From an optimization exercise on the open Yosys and OpenROAD flow, aimed at small area, a short achievable clock period and few clock cycles per item; shortcuts taken in it are not production practice. Only simulation tests tie the RTL to the original design; equivalence was not proved. Power and IR drop assume default switching activity.

==> 08-19 <==
==> flow/design.v <==
module systolic_pq_sort3 #(parameter KW=16) (
    input logic [KW-1:0] a, b,
    output logic gt);
  localparam int L = $clog2(KW);
  logic [L:0][KW-1:0] g, ge;
  assign g[0]  = a & ~b;
  assign ge[0] = a | ~b;
  genvar l, j;
  generate
    for (l = 1; l <= L; l = l + 1) begin : G_LVL
      for (j = 0; j < (KW >> l); j = j + 1) begin : G_NODE
        assign g[l][j]  = g[l-1][2*j+1] | (ge[l-1][2*j+1] & g[l-1][2*j]);
        assign ge[l][j] = g[l-1][2*j+1] | (ge[l-1][2*j+1] & ge[l-1][2*j]);
      end
      if ((KW >> l) < KW) begin : G_PAD
        assign g[l][KW-1:(KW >> l)] = '0;
        assign ge[l][KW-1:(KW >> l)] = '0;
      end
    end
  endgenerate
  assign gt = g[L][0];
endmodule
module systolic_pq #(parameter KW=16, VW=16, N=16) (
  input logic clk, rst, ivalid,
  input logic [KW+VW-1:0] idata,
  output logic irdy,
  output logic ovalid,
  output logic [KW+VW-1:0] odata,
  input logic ordy
  );
  localparam int W = KW + VW;
  logic [W-1:0] e [0:N-1];    
  logic [N-1:0] v;            
  logic [N:0]   gt;           
  assign odata  = e[0];
  assign ovalid = v[0];
  assign irdy   = !v[N-1];
  logic ins, ext;
  assign ins = ivalid && irdy;
  assign ext = ordy && ovalid;
  logic ins_only, ext_only, both, idle;
  assign ins_only = ins && !ext;
  assign ext_only = ext && !ins;
  assign both     = ins && ext;
  assign idle     = !ins && !ext;
  genvar i;
  generate
    for (i = 0; i < N; i = i + 1) begin : G_CMP
      logic kgt;
      systolic_pq_sort3 #(.KW(KW)) U_CMP (.a(e[i][W-1:VW]), .b(idata[W-1:VW]), .gt(kgt));
      assign gt[i] = !v[i] || kgt;
    end
  endgenerate
  assign gt[N] = 1'b1;
  generate
    for (i = 0; i < N; i = i + 1) begin : G_ENT
      logic [W-1:0] lo, hi;    
      logic gtl;               
      logic s_hold, s_lo, s_hi, s_new;
      if (i == 0) begin : G_FIRST
        assign lo = idata;
        assign gtl = 1'b0;
      end else begin : G_MID
        assign lo = e[i-1];
        assign gtl = gt[i-1];
      end
      if (i == N-1) begin : G_LAST
        assign hi = e[i];
      end else begin : G_UP
        assign hi = e[i+1];
      end
      logic p_below, p_just, p_at, p_above;
      assign p_below = !gt[i+1];
      assign p_just  = gt[i+1] && !gt[i];
      assign p_at    = gt[i] && !gtl;
      assign p_above = gtl;
      assign s_hi   = ext_only || (both && p_below);
      assign s_new  = (ins_only && p_at) || (both && (p_just || (i == 0 && p_at)));
      assign s_lo   = ins_only && p_above;
      assign s_hold = idle || (ins_only && (p_below || p_just)) ||
                      (both && (p_above || (i != 0 && p_at)));
      always_ff @(posedge clk)
        e[i] <= ({W{s_hold}} & e[i]) | ({W{s_lo}} & lo) |
                ({W{s_hi}} & hi) | ({W{s_new}} & idata);
    end
  endgenerate
  always_ff @(posedge clk) begin
    if (rst)
      v <= '0;
    else if (ins && !ext)
      v <= {v[N-2:0], 1'b1};
    else if (ext && !ins)
      v <= {1'b0, v[N-1:1]};
  end
endmodule
==> flow/flow/run.sh <==
#!/bin/bash
# Own flow: the standard layout, with a synthesis whose ABC mapping aims at
# delay (flow/abc_fast.script, delay target MY_ABC_D ps) instead of ORFS's
# area-recovering script. Registers, their names and cells are unchanged.
set -euo pipefail
W=$PWD
export MY_ABC_SCRIPT=$W/flow/abc_fast.script
export MY_ABC_D=${MY_ABC_D:-1000}
cat flow/abc_hook.tcl synth_recipe.tcl > my_synth.tcl
sed "s#SYNTH_SCRIPT=[^ ]*synth_recipe.tcl#SYNTH_SCRIPT=$W/my_synth.tcl#" standard.sh > my_standard.sh
grep -q "SYNTH_SCRIPT=$W/my_synth.tcl" my_standard.sh
bash my_standard.sh synth > synth.log 2>&1
grep -q "flow abc:" orfs/logs/*/systolic_pq/base/1_2_yosys.log
bash standard.sh > layout.log 2>&1
==> flow/flow/abc_fast.script <==
strash
dc2
balance
map {D}
topo
buffer
upsize {D}
dnsize {D}
stime -p
==> flow/flow/abc_hook.tcl <==
# Run Yosys's abc with this flow's ABC script and delay target in place of
# ORFS's; everything else in the synthesis is the standard one.
proc abc {args} {
  set i [lsearch -exact $args -script]
  if {$i >= 0} { lset args [expr {$i + 1}] $::env(MY_ABC_SCRIPT) }
  set j [lsearch -exact $args -D]
  if {$j >= 0} { lset args [expr {$j + 1}] $::env(MY_ABC_D) } else { lappend args -D $::env(MY_ABC_D) }
  puts "flow abc: $args"
  yosys abc {*}$args
}
==> flow/standard.sh <==
#!/bin/bash
# synth_recipe.tcl (not shown) runs the flow's synth.tcl, then flattens the netlist and writes it again
# the make line also repeats each setting of config.mk as NAME=value (left out here)
make -C /OpenROAD-flow-scripts/flow DESIGN_CONFIG=/design/flow/config.mk WORK_HOME=/design/flow/orfs CLKGATE_MAP_FILE= SYNTH_SCRIPT=/design/flow/synth_recipe.tcl "${@:-finish}"
==> flow/config.mk <==
export PLATFORM = sky130hd
export DESIGN_NAME = systolic_pq
export DESIGN_NICKNAME = systolic_pq
export VERILOG_FILES = /design/flow/design.v
export SDC_FILE = /design/flow/constraint.sdc
export NUM_CORES = 4
export LEC_CHECK = 0
export CAP_MARGIN = 20
export CORE_MARGIN = 2
export CORE_UTILIZATION = 55
export CTS_CLUSTER_DIAMETER = 60
export CTS_CLUSTER_SIZE = 20
export PLACE_DENSITY = 0.75
export SETUP_SLACK_MARGIN = 1.7
export SLEW_MARGIN = 20
==> flow/constraint.sdc <==
create_clock -name core_clock -period 4.5 [get_ports {clk}]
set_input_delay 0.9000 -clock core_clock [delete_from_list [all_inputs] [get_ports {clk}]]
set_output_delay 0.9000 -clock core_clock [all_outputs]
set_load 0.01 [all_outputs]
==> 06-23 (differences from 08-19) <==
Settings changed: CORE_UTILIZATION 55 to 45, PLACE_DENSITY 0.75 to 0.7, SETUP_SLACK_MARGIN 1.7 to 1.8.
==> comparison table <==
                                                                    08-19        06-23
Status                                   no timing/DRC/antenna violations  no timing/DRC/antenna violations
Well-Tap Cells                                                        672          837
Met2 GRT Util                                                       0.554        0.480
Comb pwr share                                                      0.351        0.360
Share of the cycle needed by the critical path after routing        0.620        0.602
# placed instances                                                   4534         4697
Post-route worst hold slack                                      0.481 ns     0.475 ns
Height of the die                                                  229 um       253 um
Clock buffer instance count of the final layout                        48           46
Overall fraction of global-route tracks in use                      0.353        0.289
Highest Clock Rate                                                359 MHz      369 MHz
Proportion of cell area spent on the clock network                 0.0462       0.0437
Worst VDD drop                                                     315 uV       279 uV
R2R cell count                                                         11           13
Layout overhead on the synthesized area                             15.3%        18.9%
Non-Clock Inverter Count                                              178          175
Multi-input gate share of total cell area                           0.487        0.481
Overall via count from detail_route                                 30600        30300
Total detailed-routing wirelength                                98200 um     97900 um
Power per cell area                                           613 nW/um^2  597 nW/um^2
Testbench counts of 08-19, summed over its fixed seeds: cycles 32,000, ops 32,000.
Testbench counts of 06-23, summed over its fixed seeds: cycles 32,000, ops 32,000.

==> port drivers added, routing unchanged <==
How much do the figures lean on ideal ports? The routed layouts below were timed once more, with nothing changed but the port constraints.
Step 1 assumes that a clkbuf_16 drives the clock port and a buf_2 every other input.
Step 2 moves the port delays by t, midway between the first and last clock arrival at a register: inputs arrive t later, outputs are due t later. That takes back most of the time a late clock gives input paths.
Slacks: ideal ports / drivers / drivers and shift; pairs: ideal ports / drivers.
| run | t, ns | setup WS [ns] | clock arrival spread, ns | slew at the worst register clock pin (ns) | worst slew at a driven data input, ns |
|---|---|---|---|---|---|
| 08-19 | 0.667 | 1.711 / 1.656 / 1.070 | 0.026 / 0.025 | 0.09 / 0.09 | 0.10 |
| 06-23 | 0.665 | 1.792 / 1.729 / 1.215 | 0.032 / 0.032 | 0.09 / 0.09 | 0.11 |
After both steps every run listed still meets setup and hold. For 08-19, which loses most, drivers alone change the setup slack by -0.055 ns; drivers and shift together by -0.641 ns.
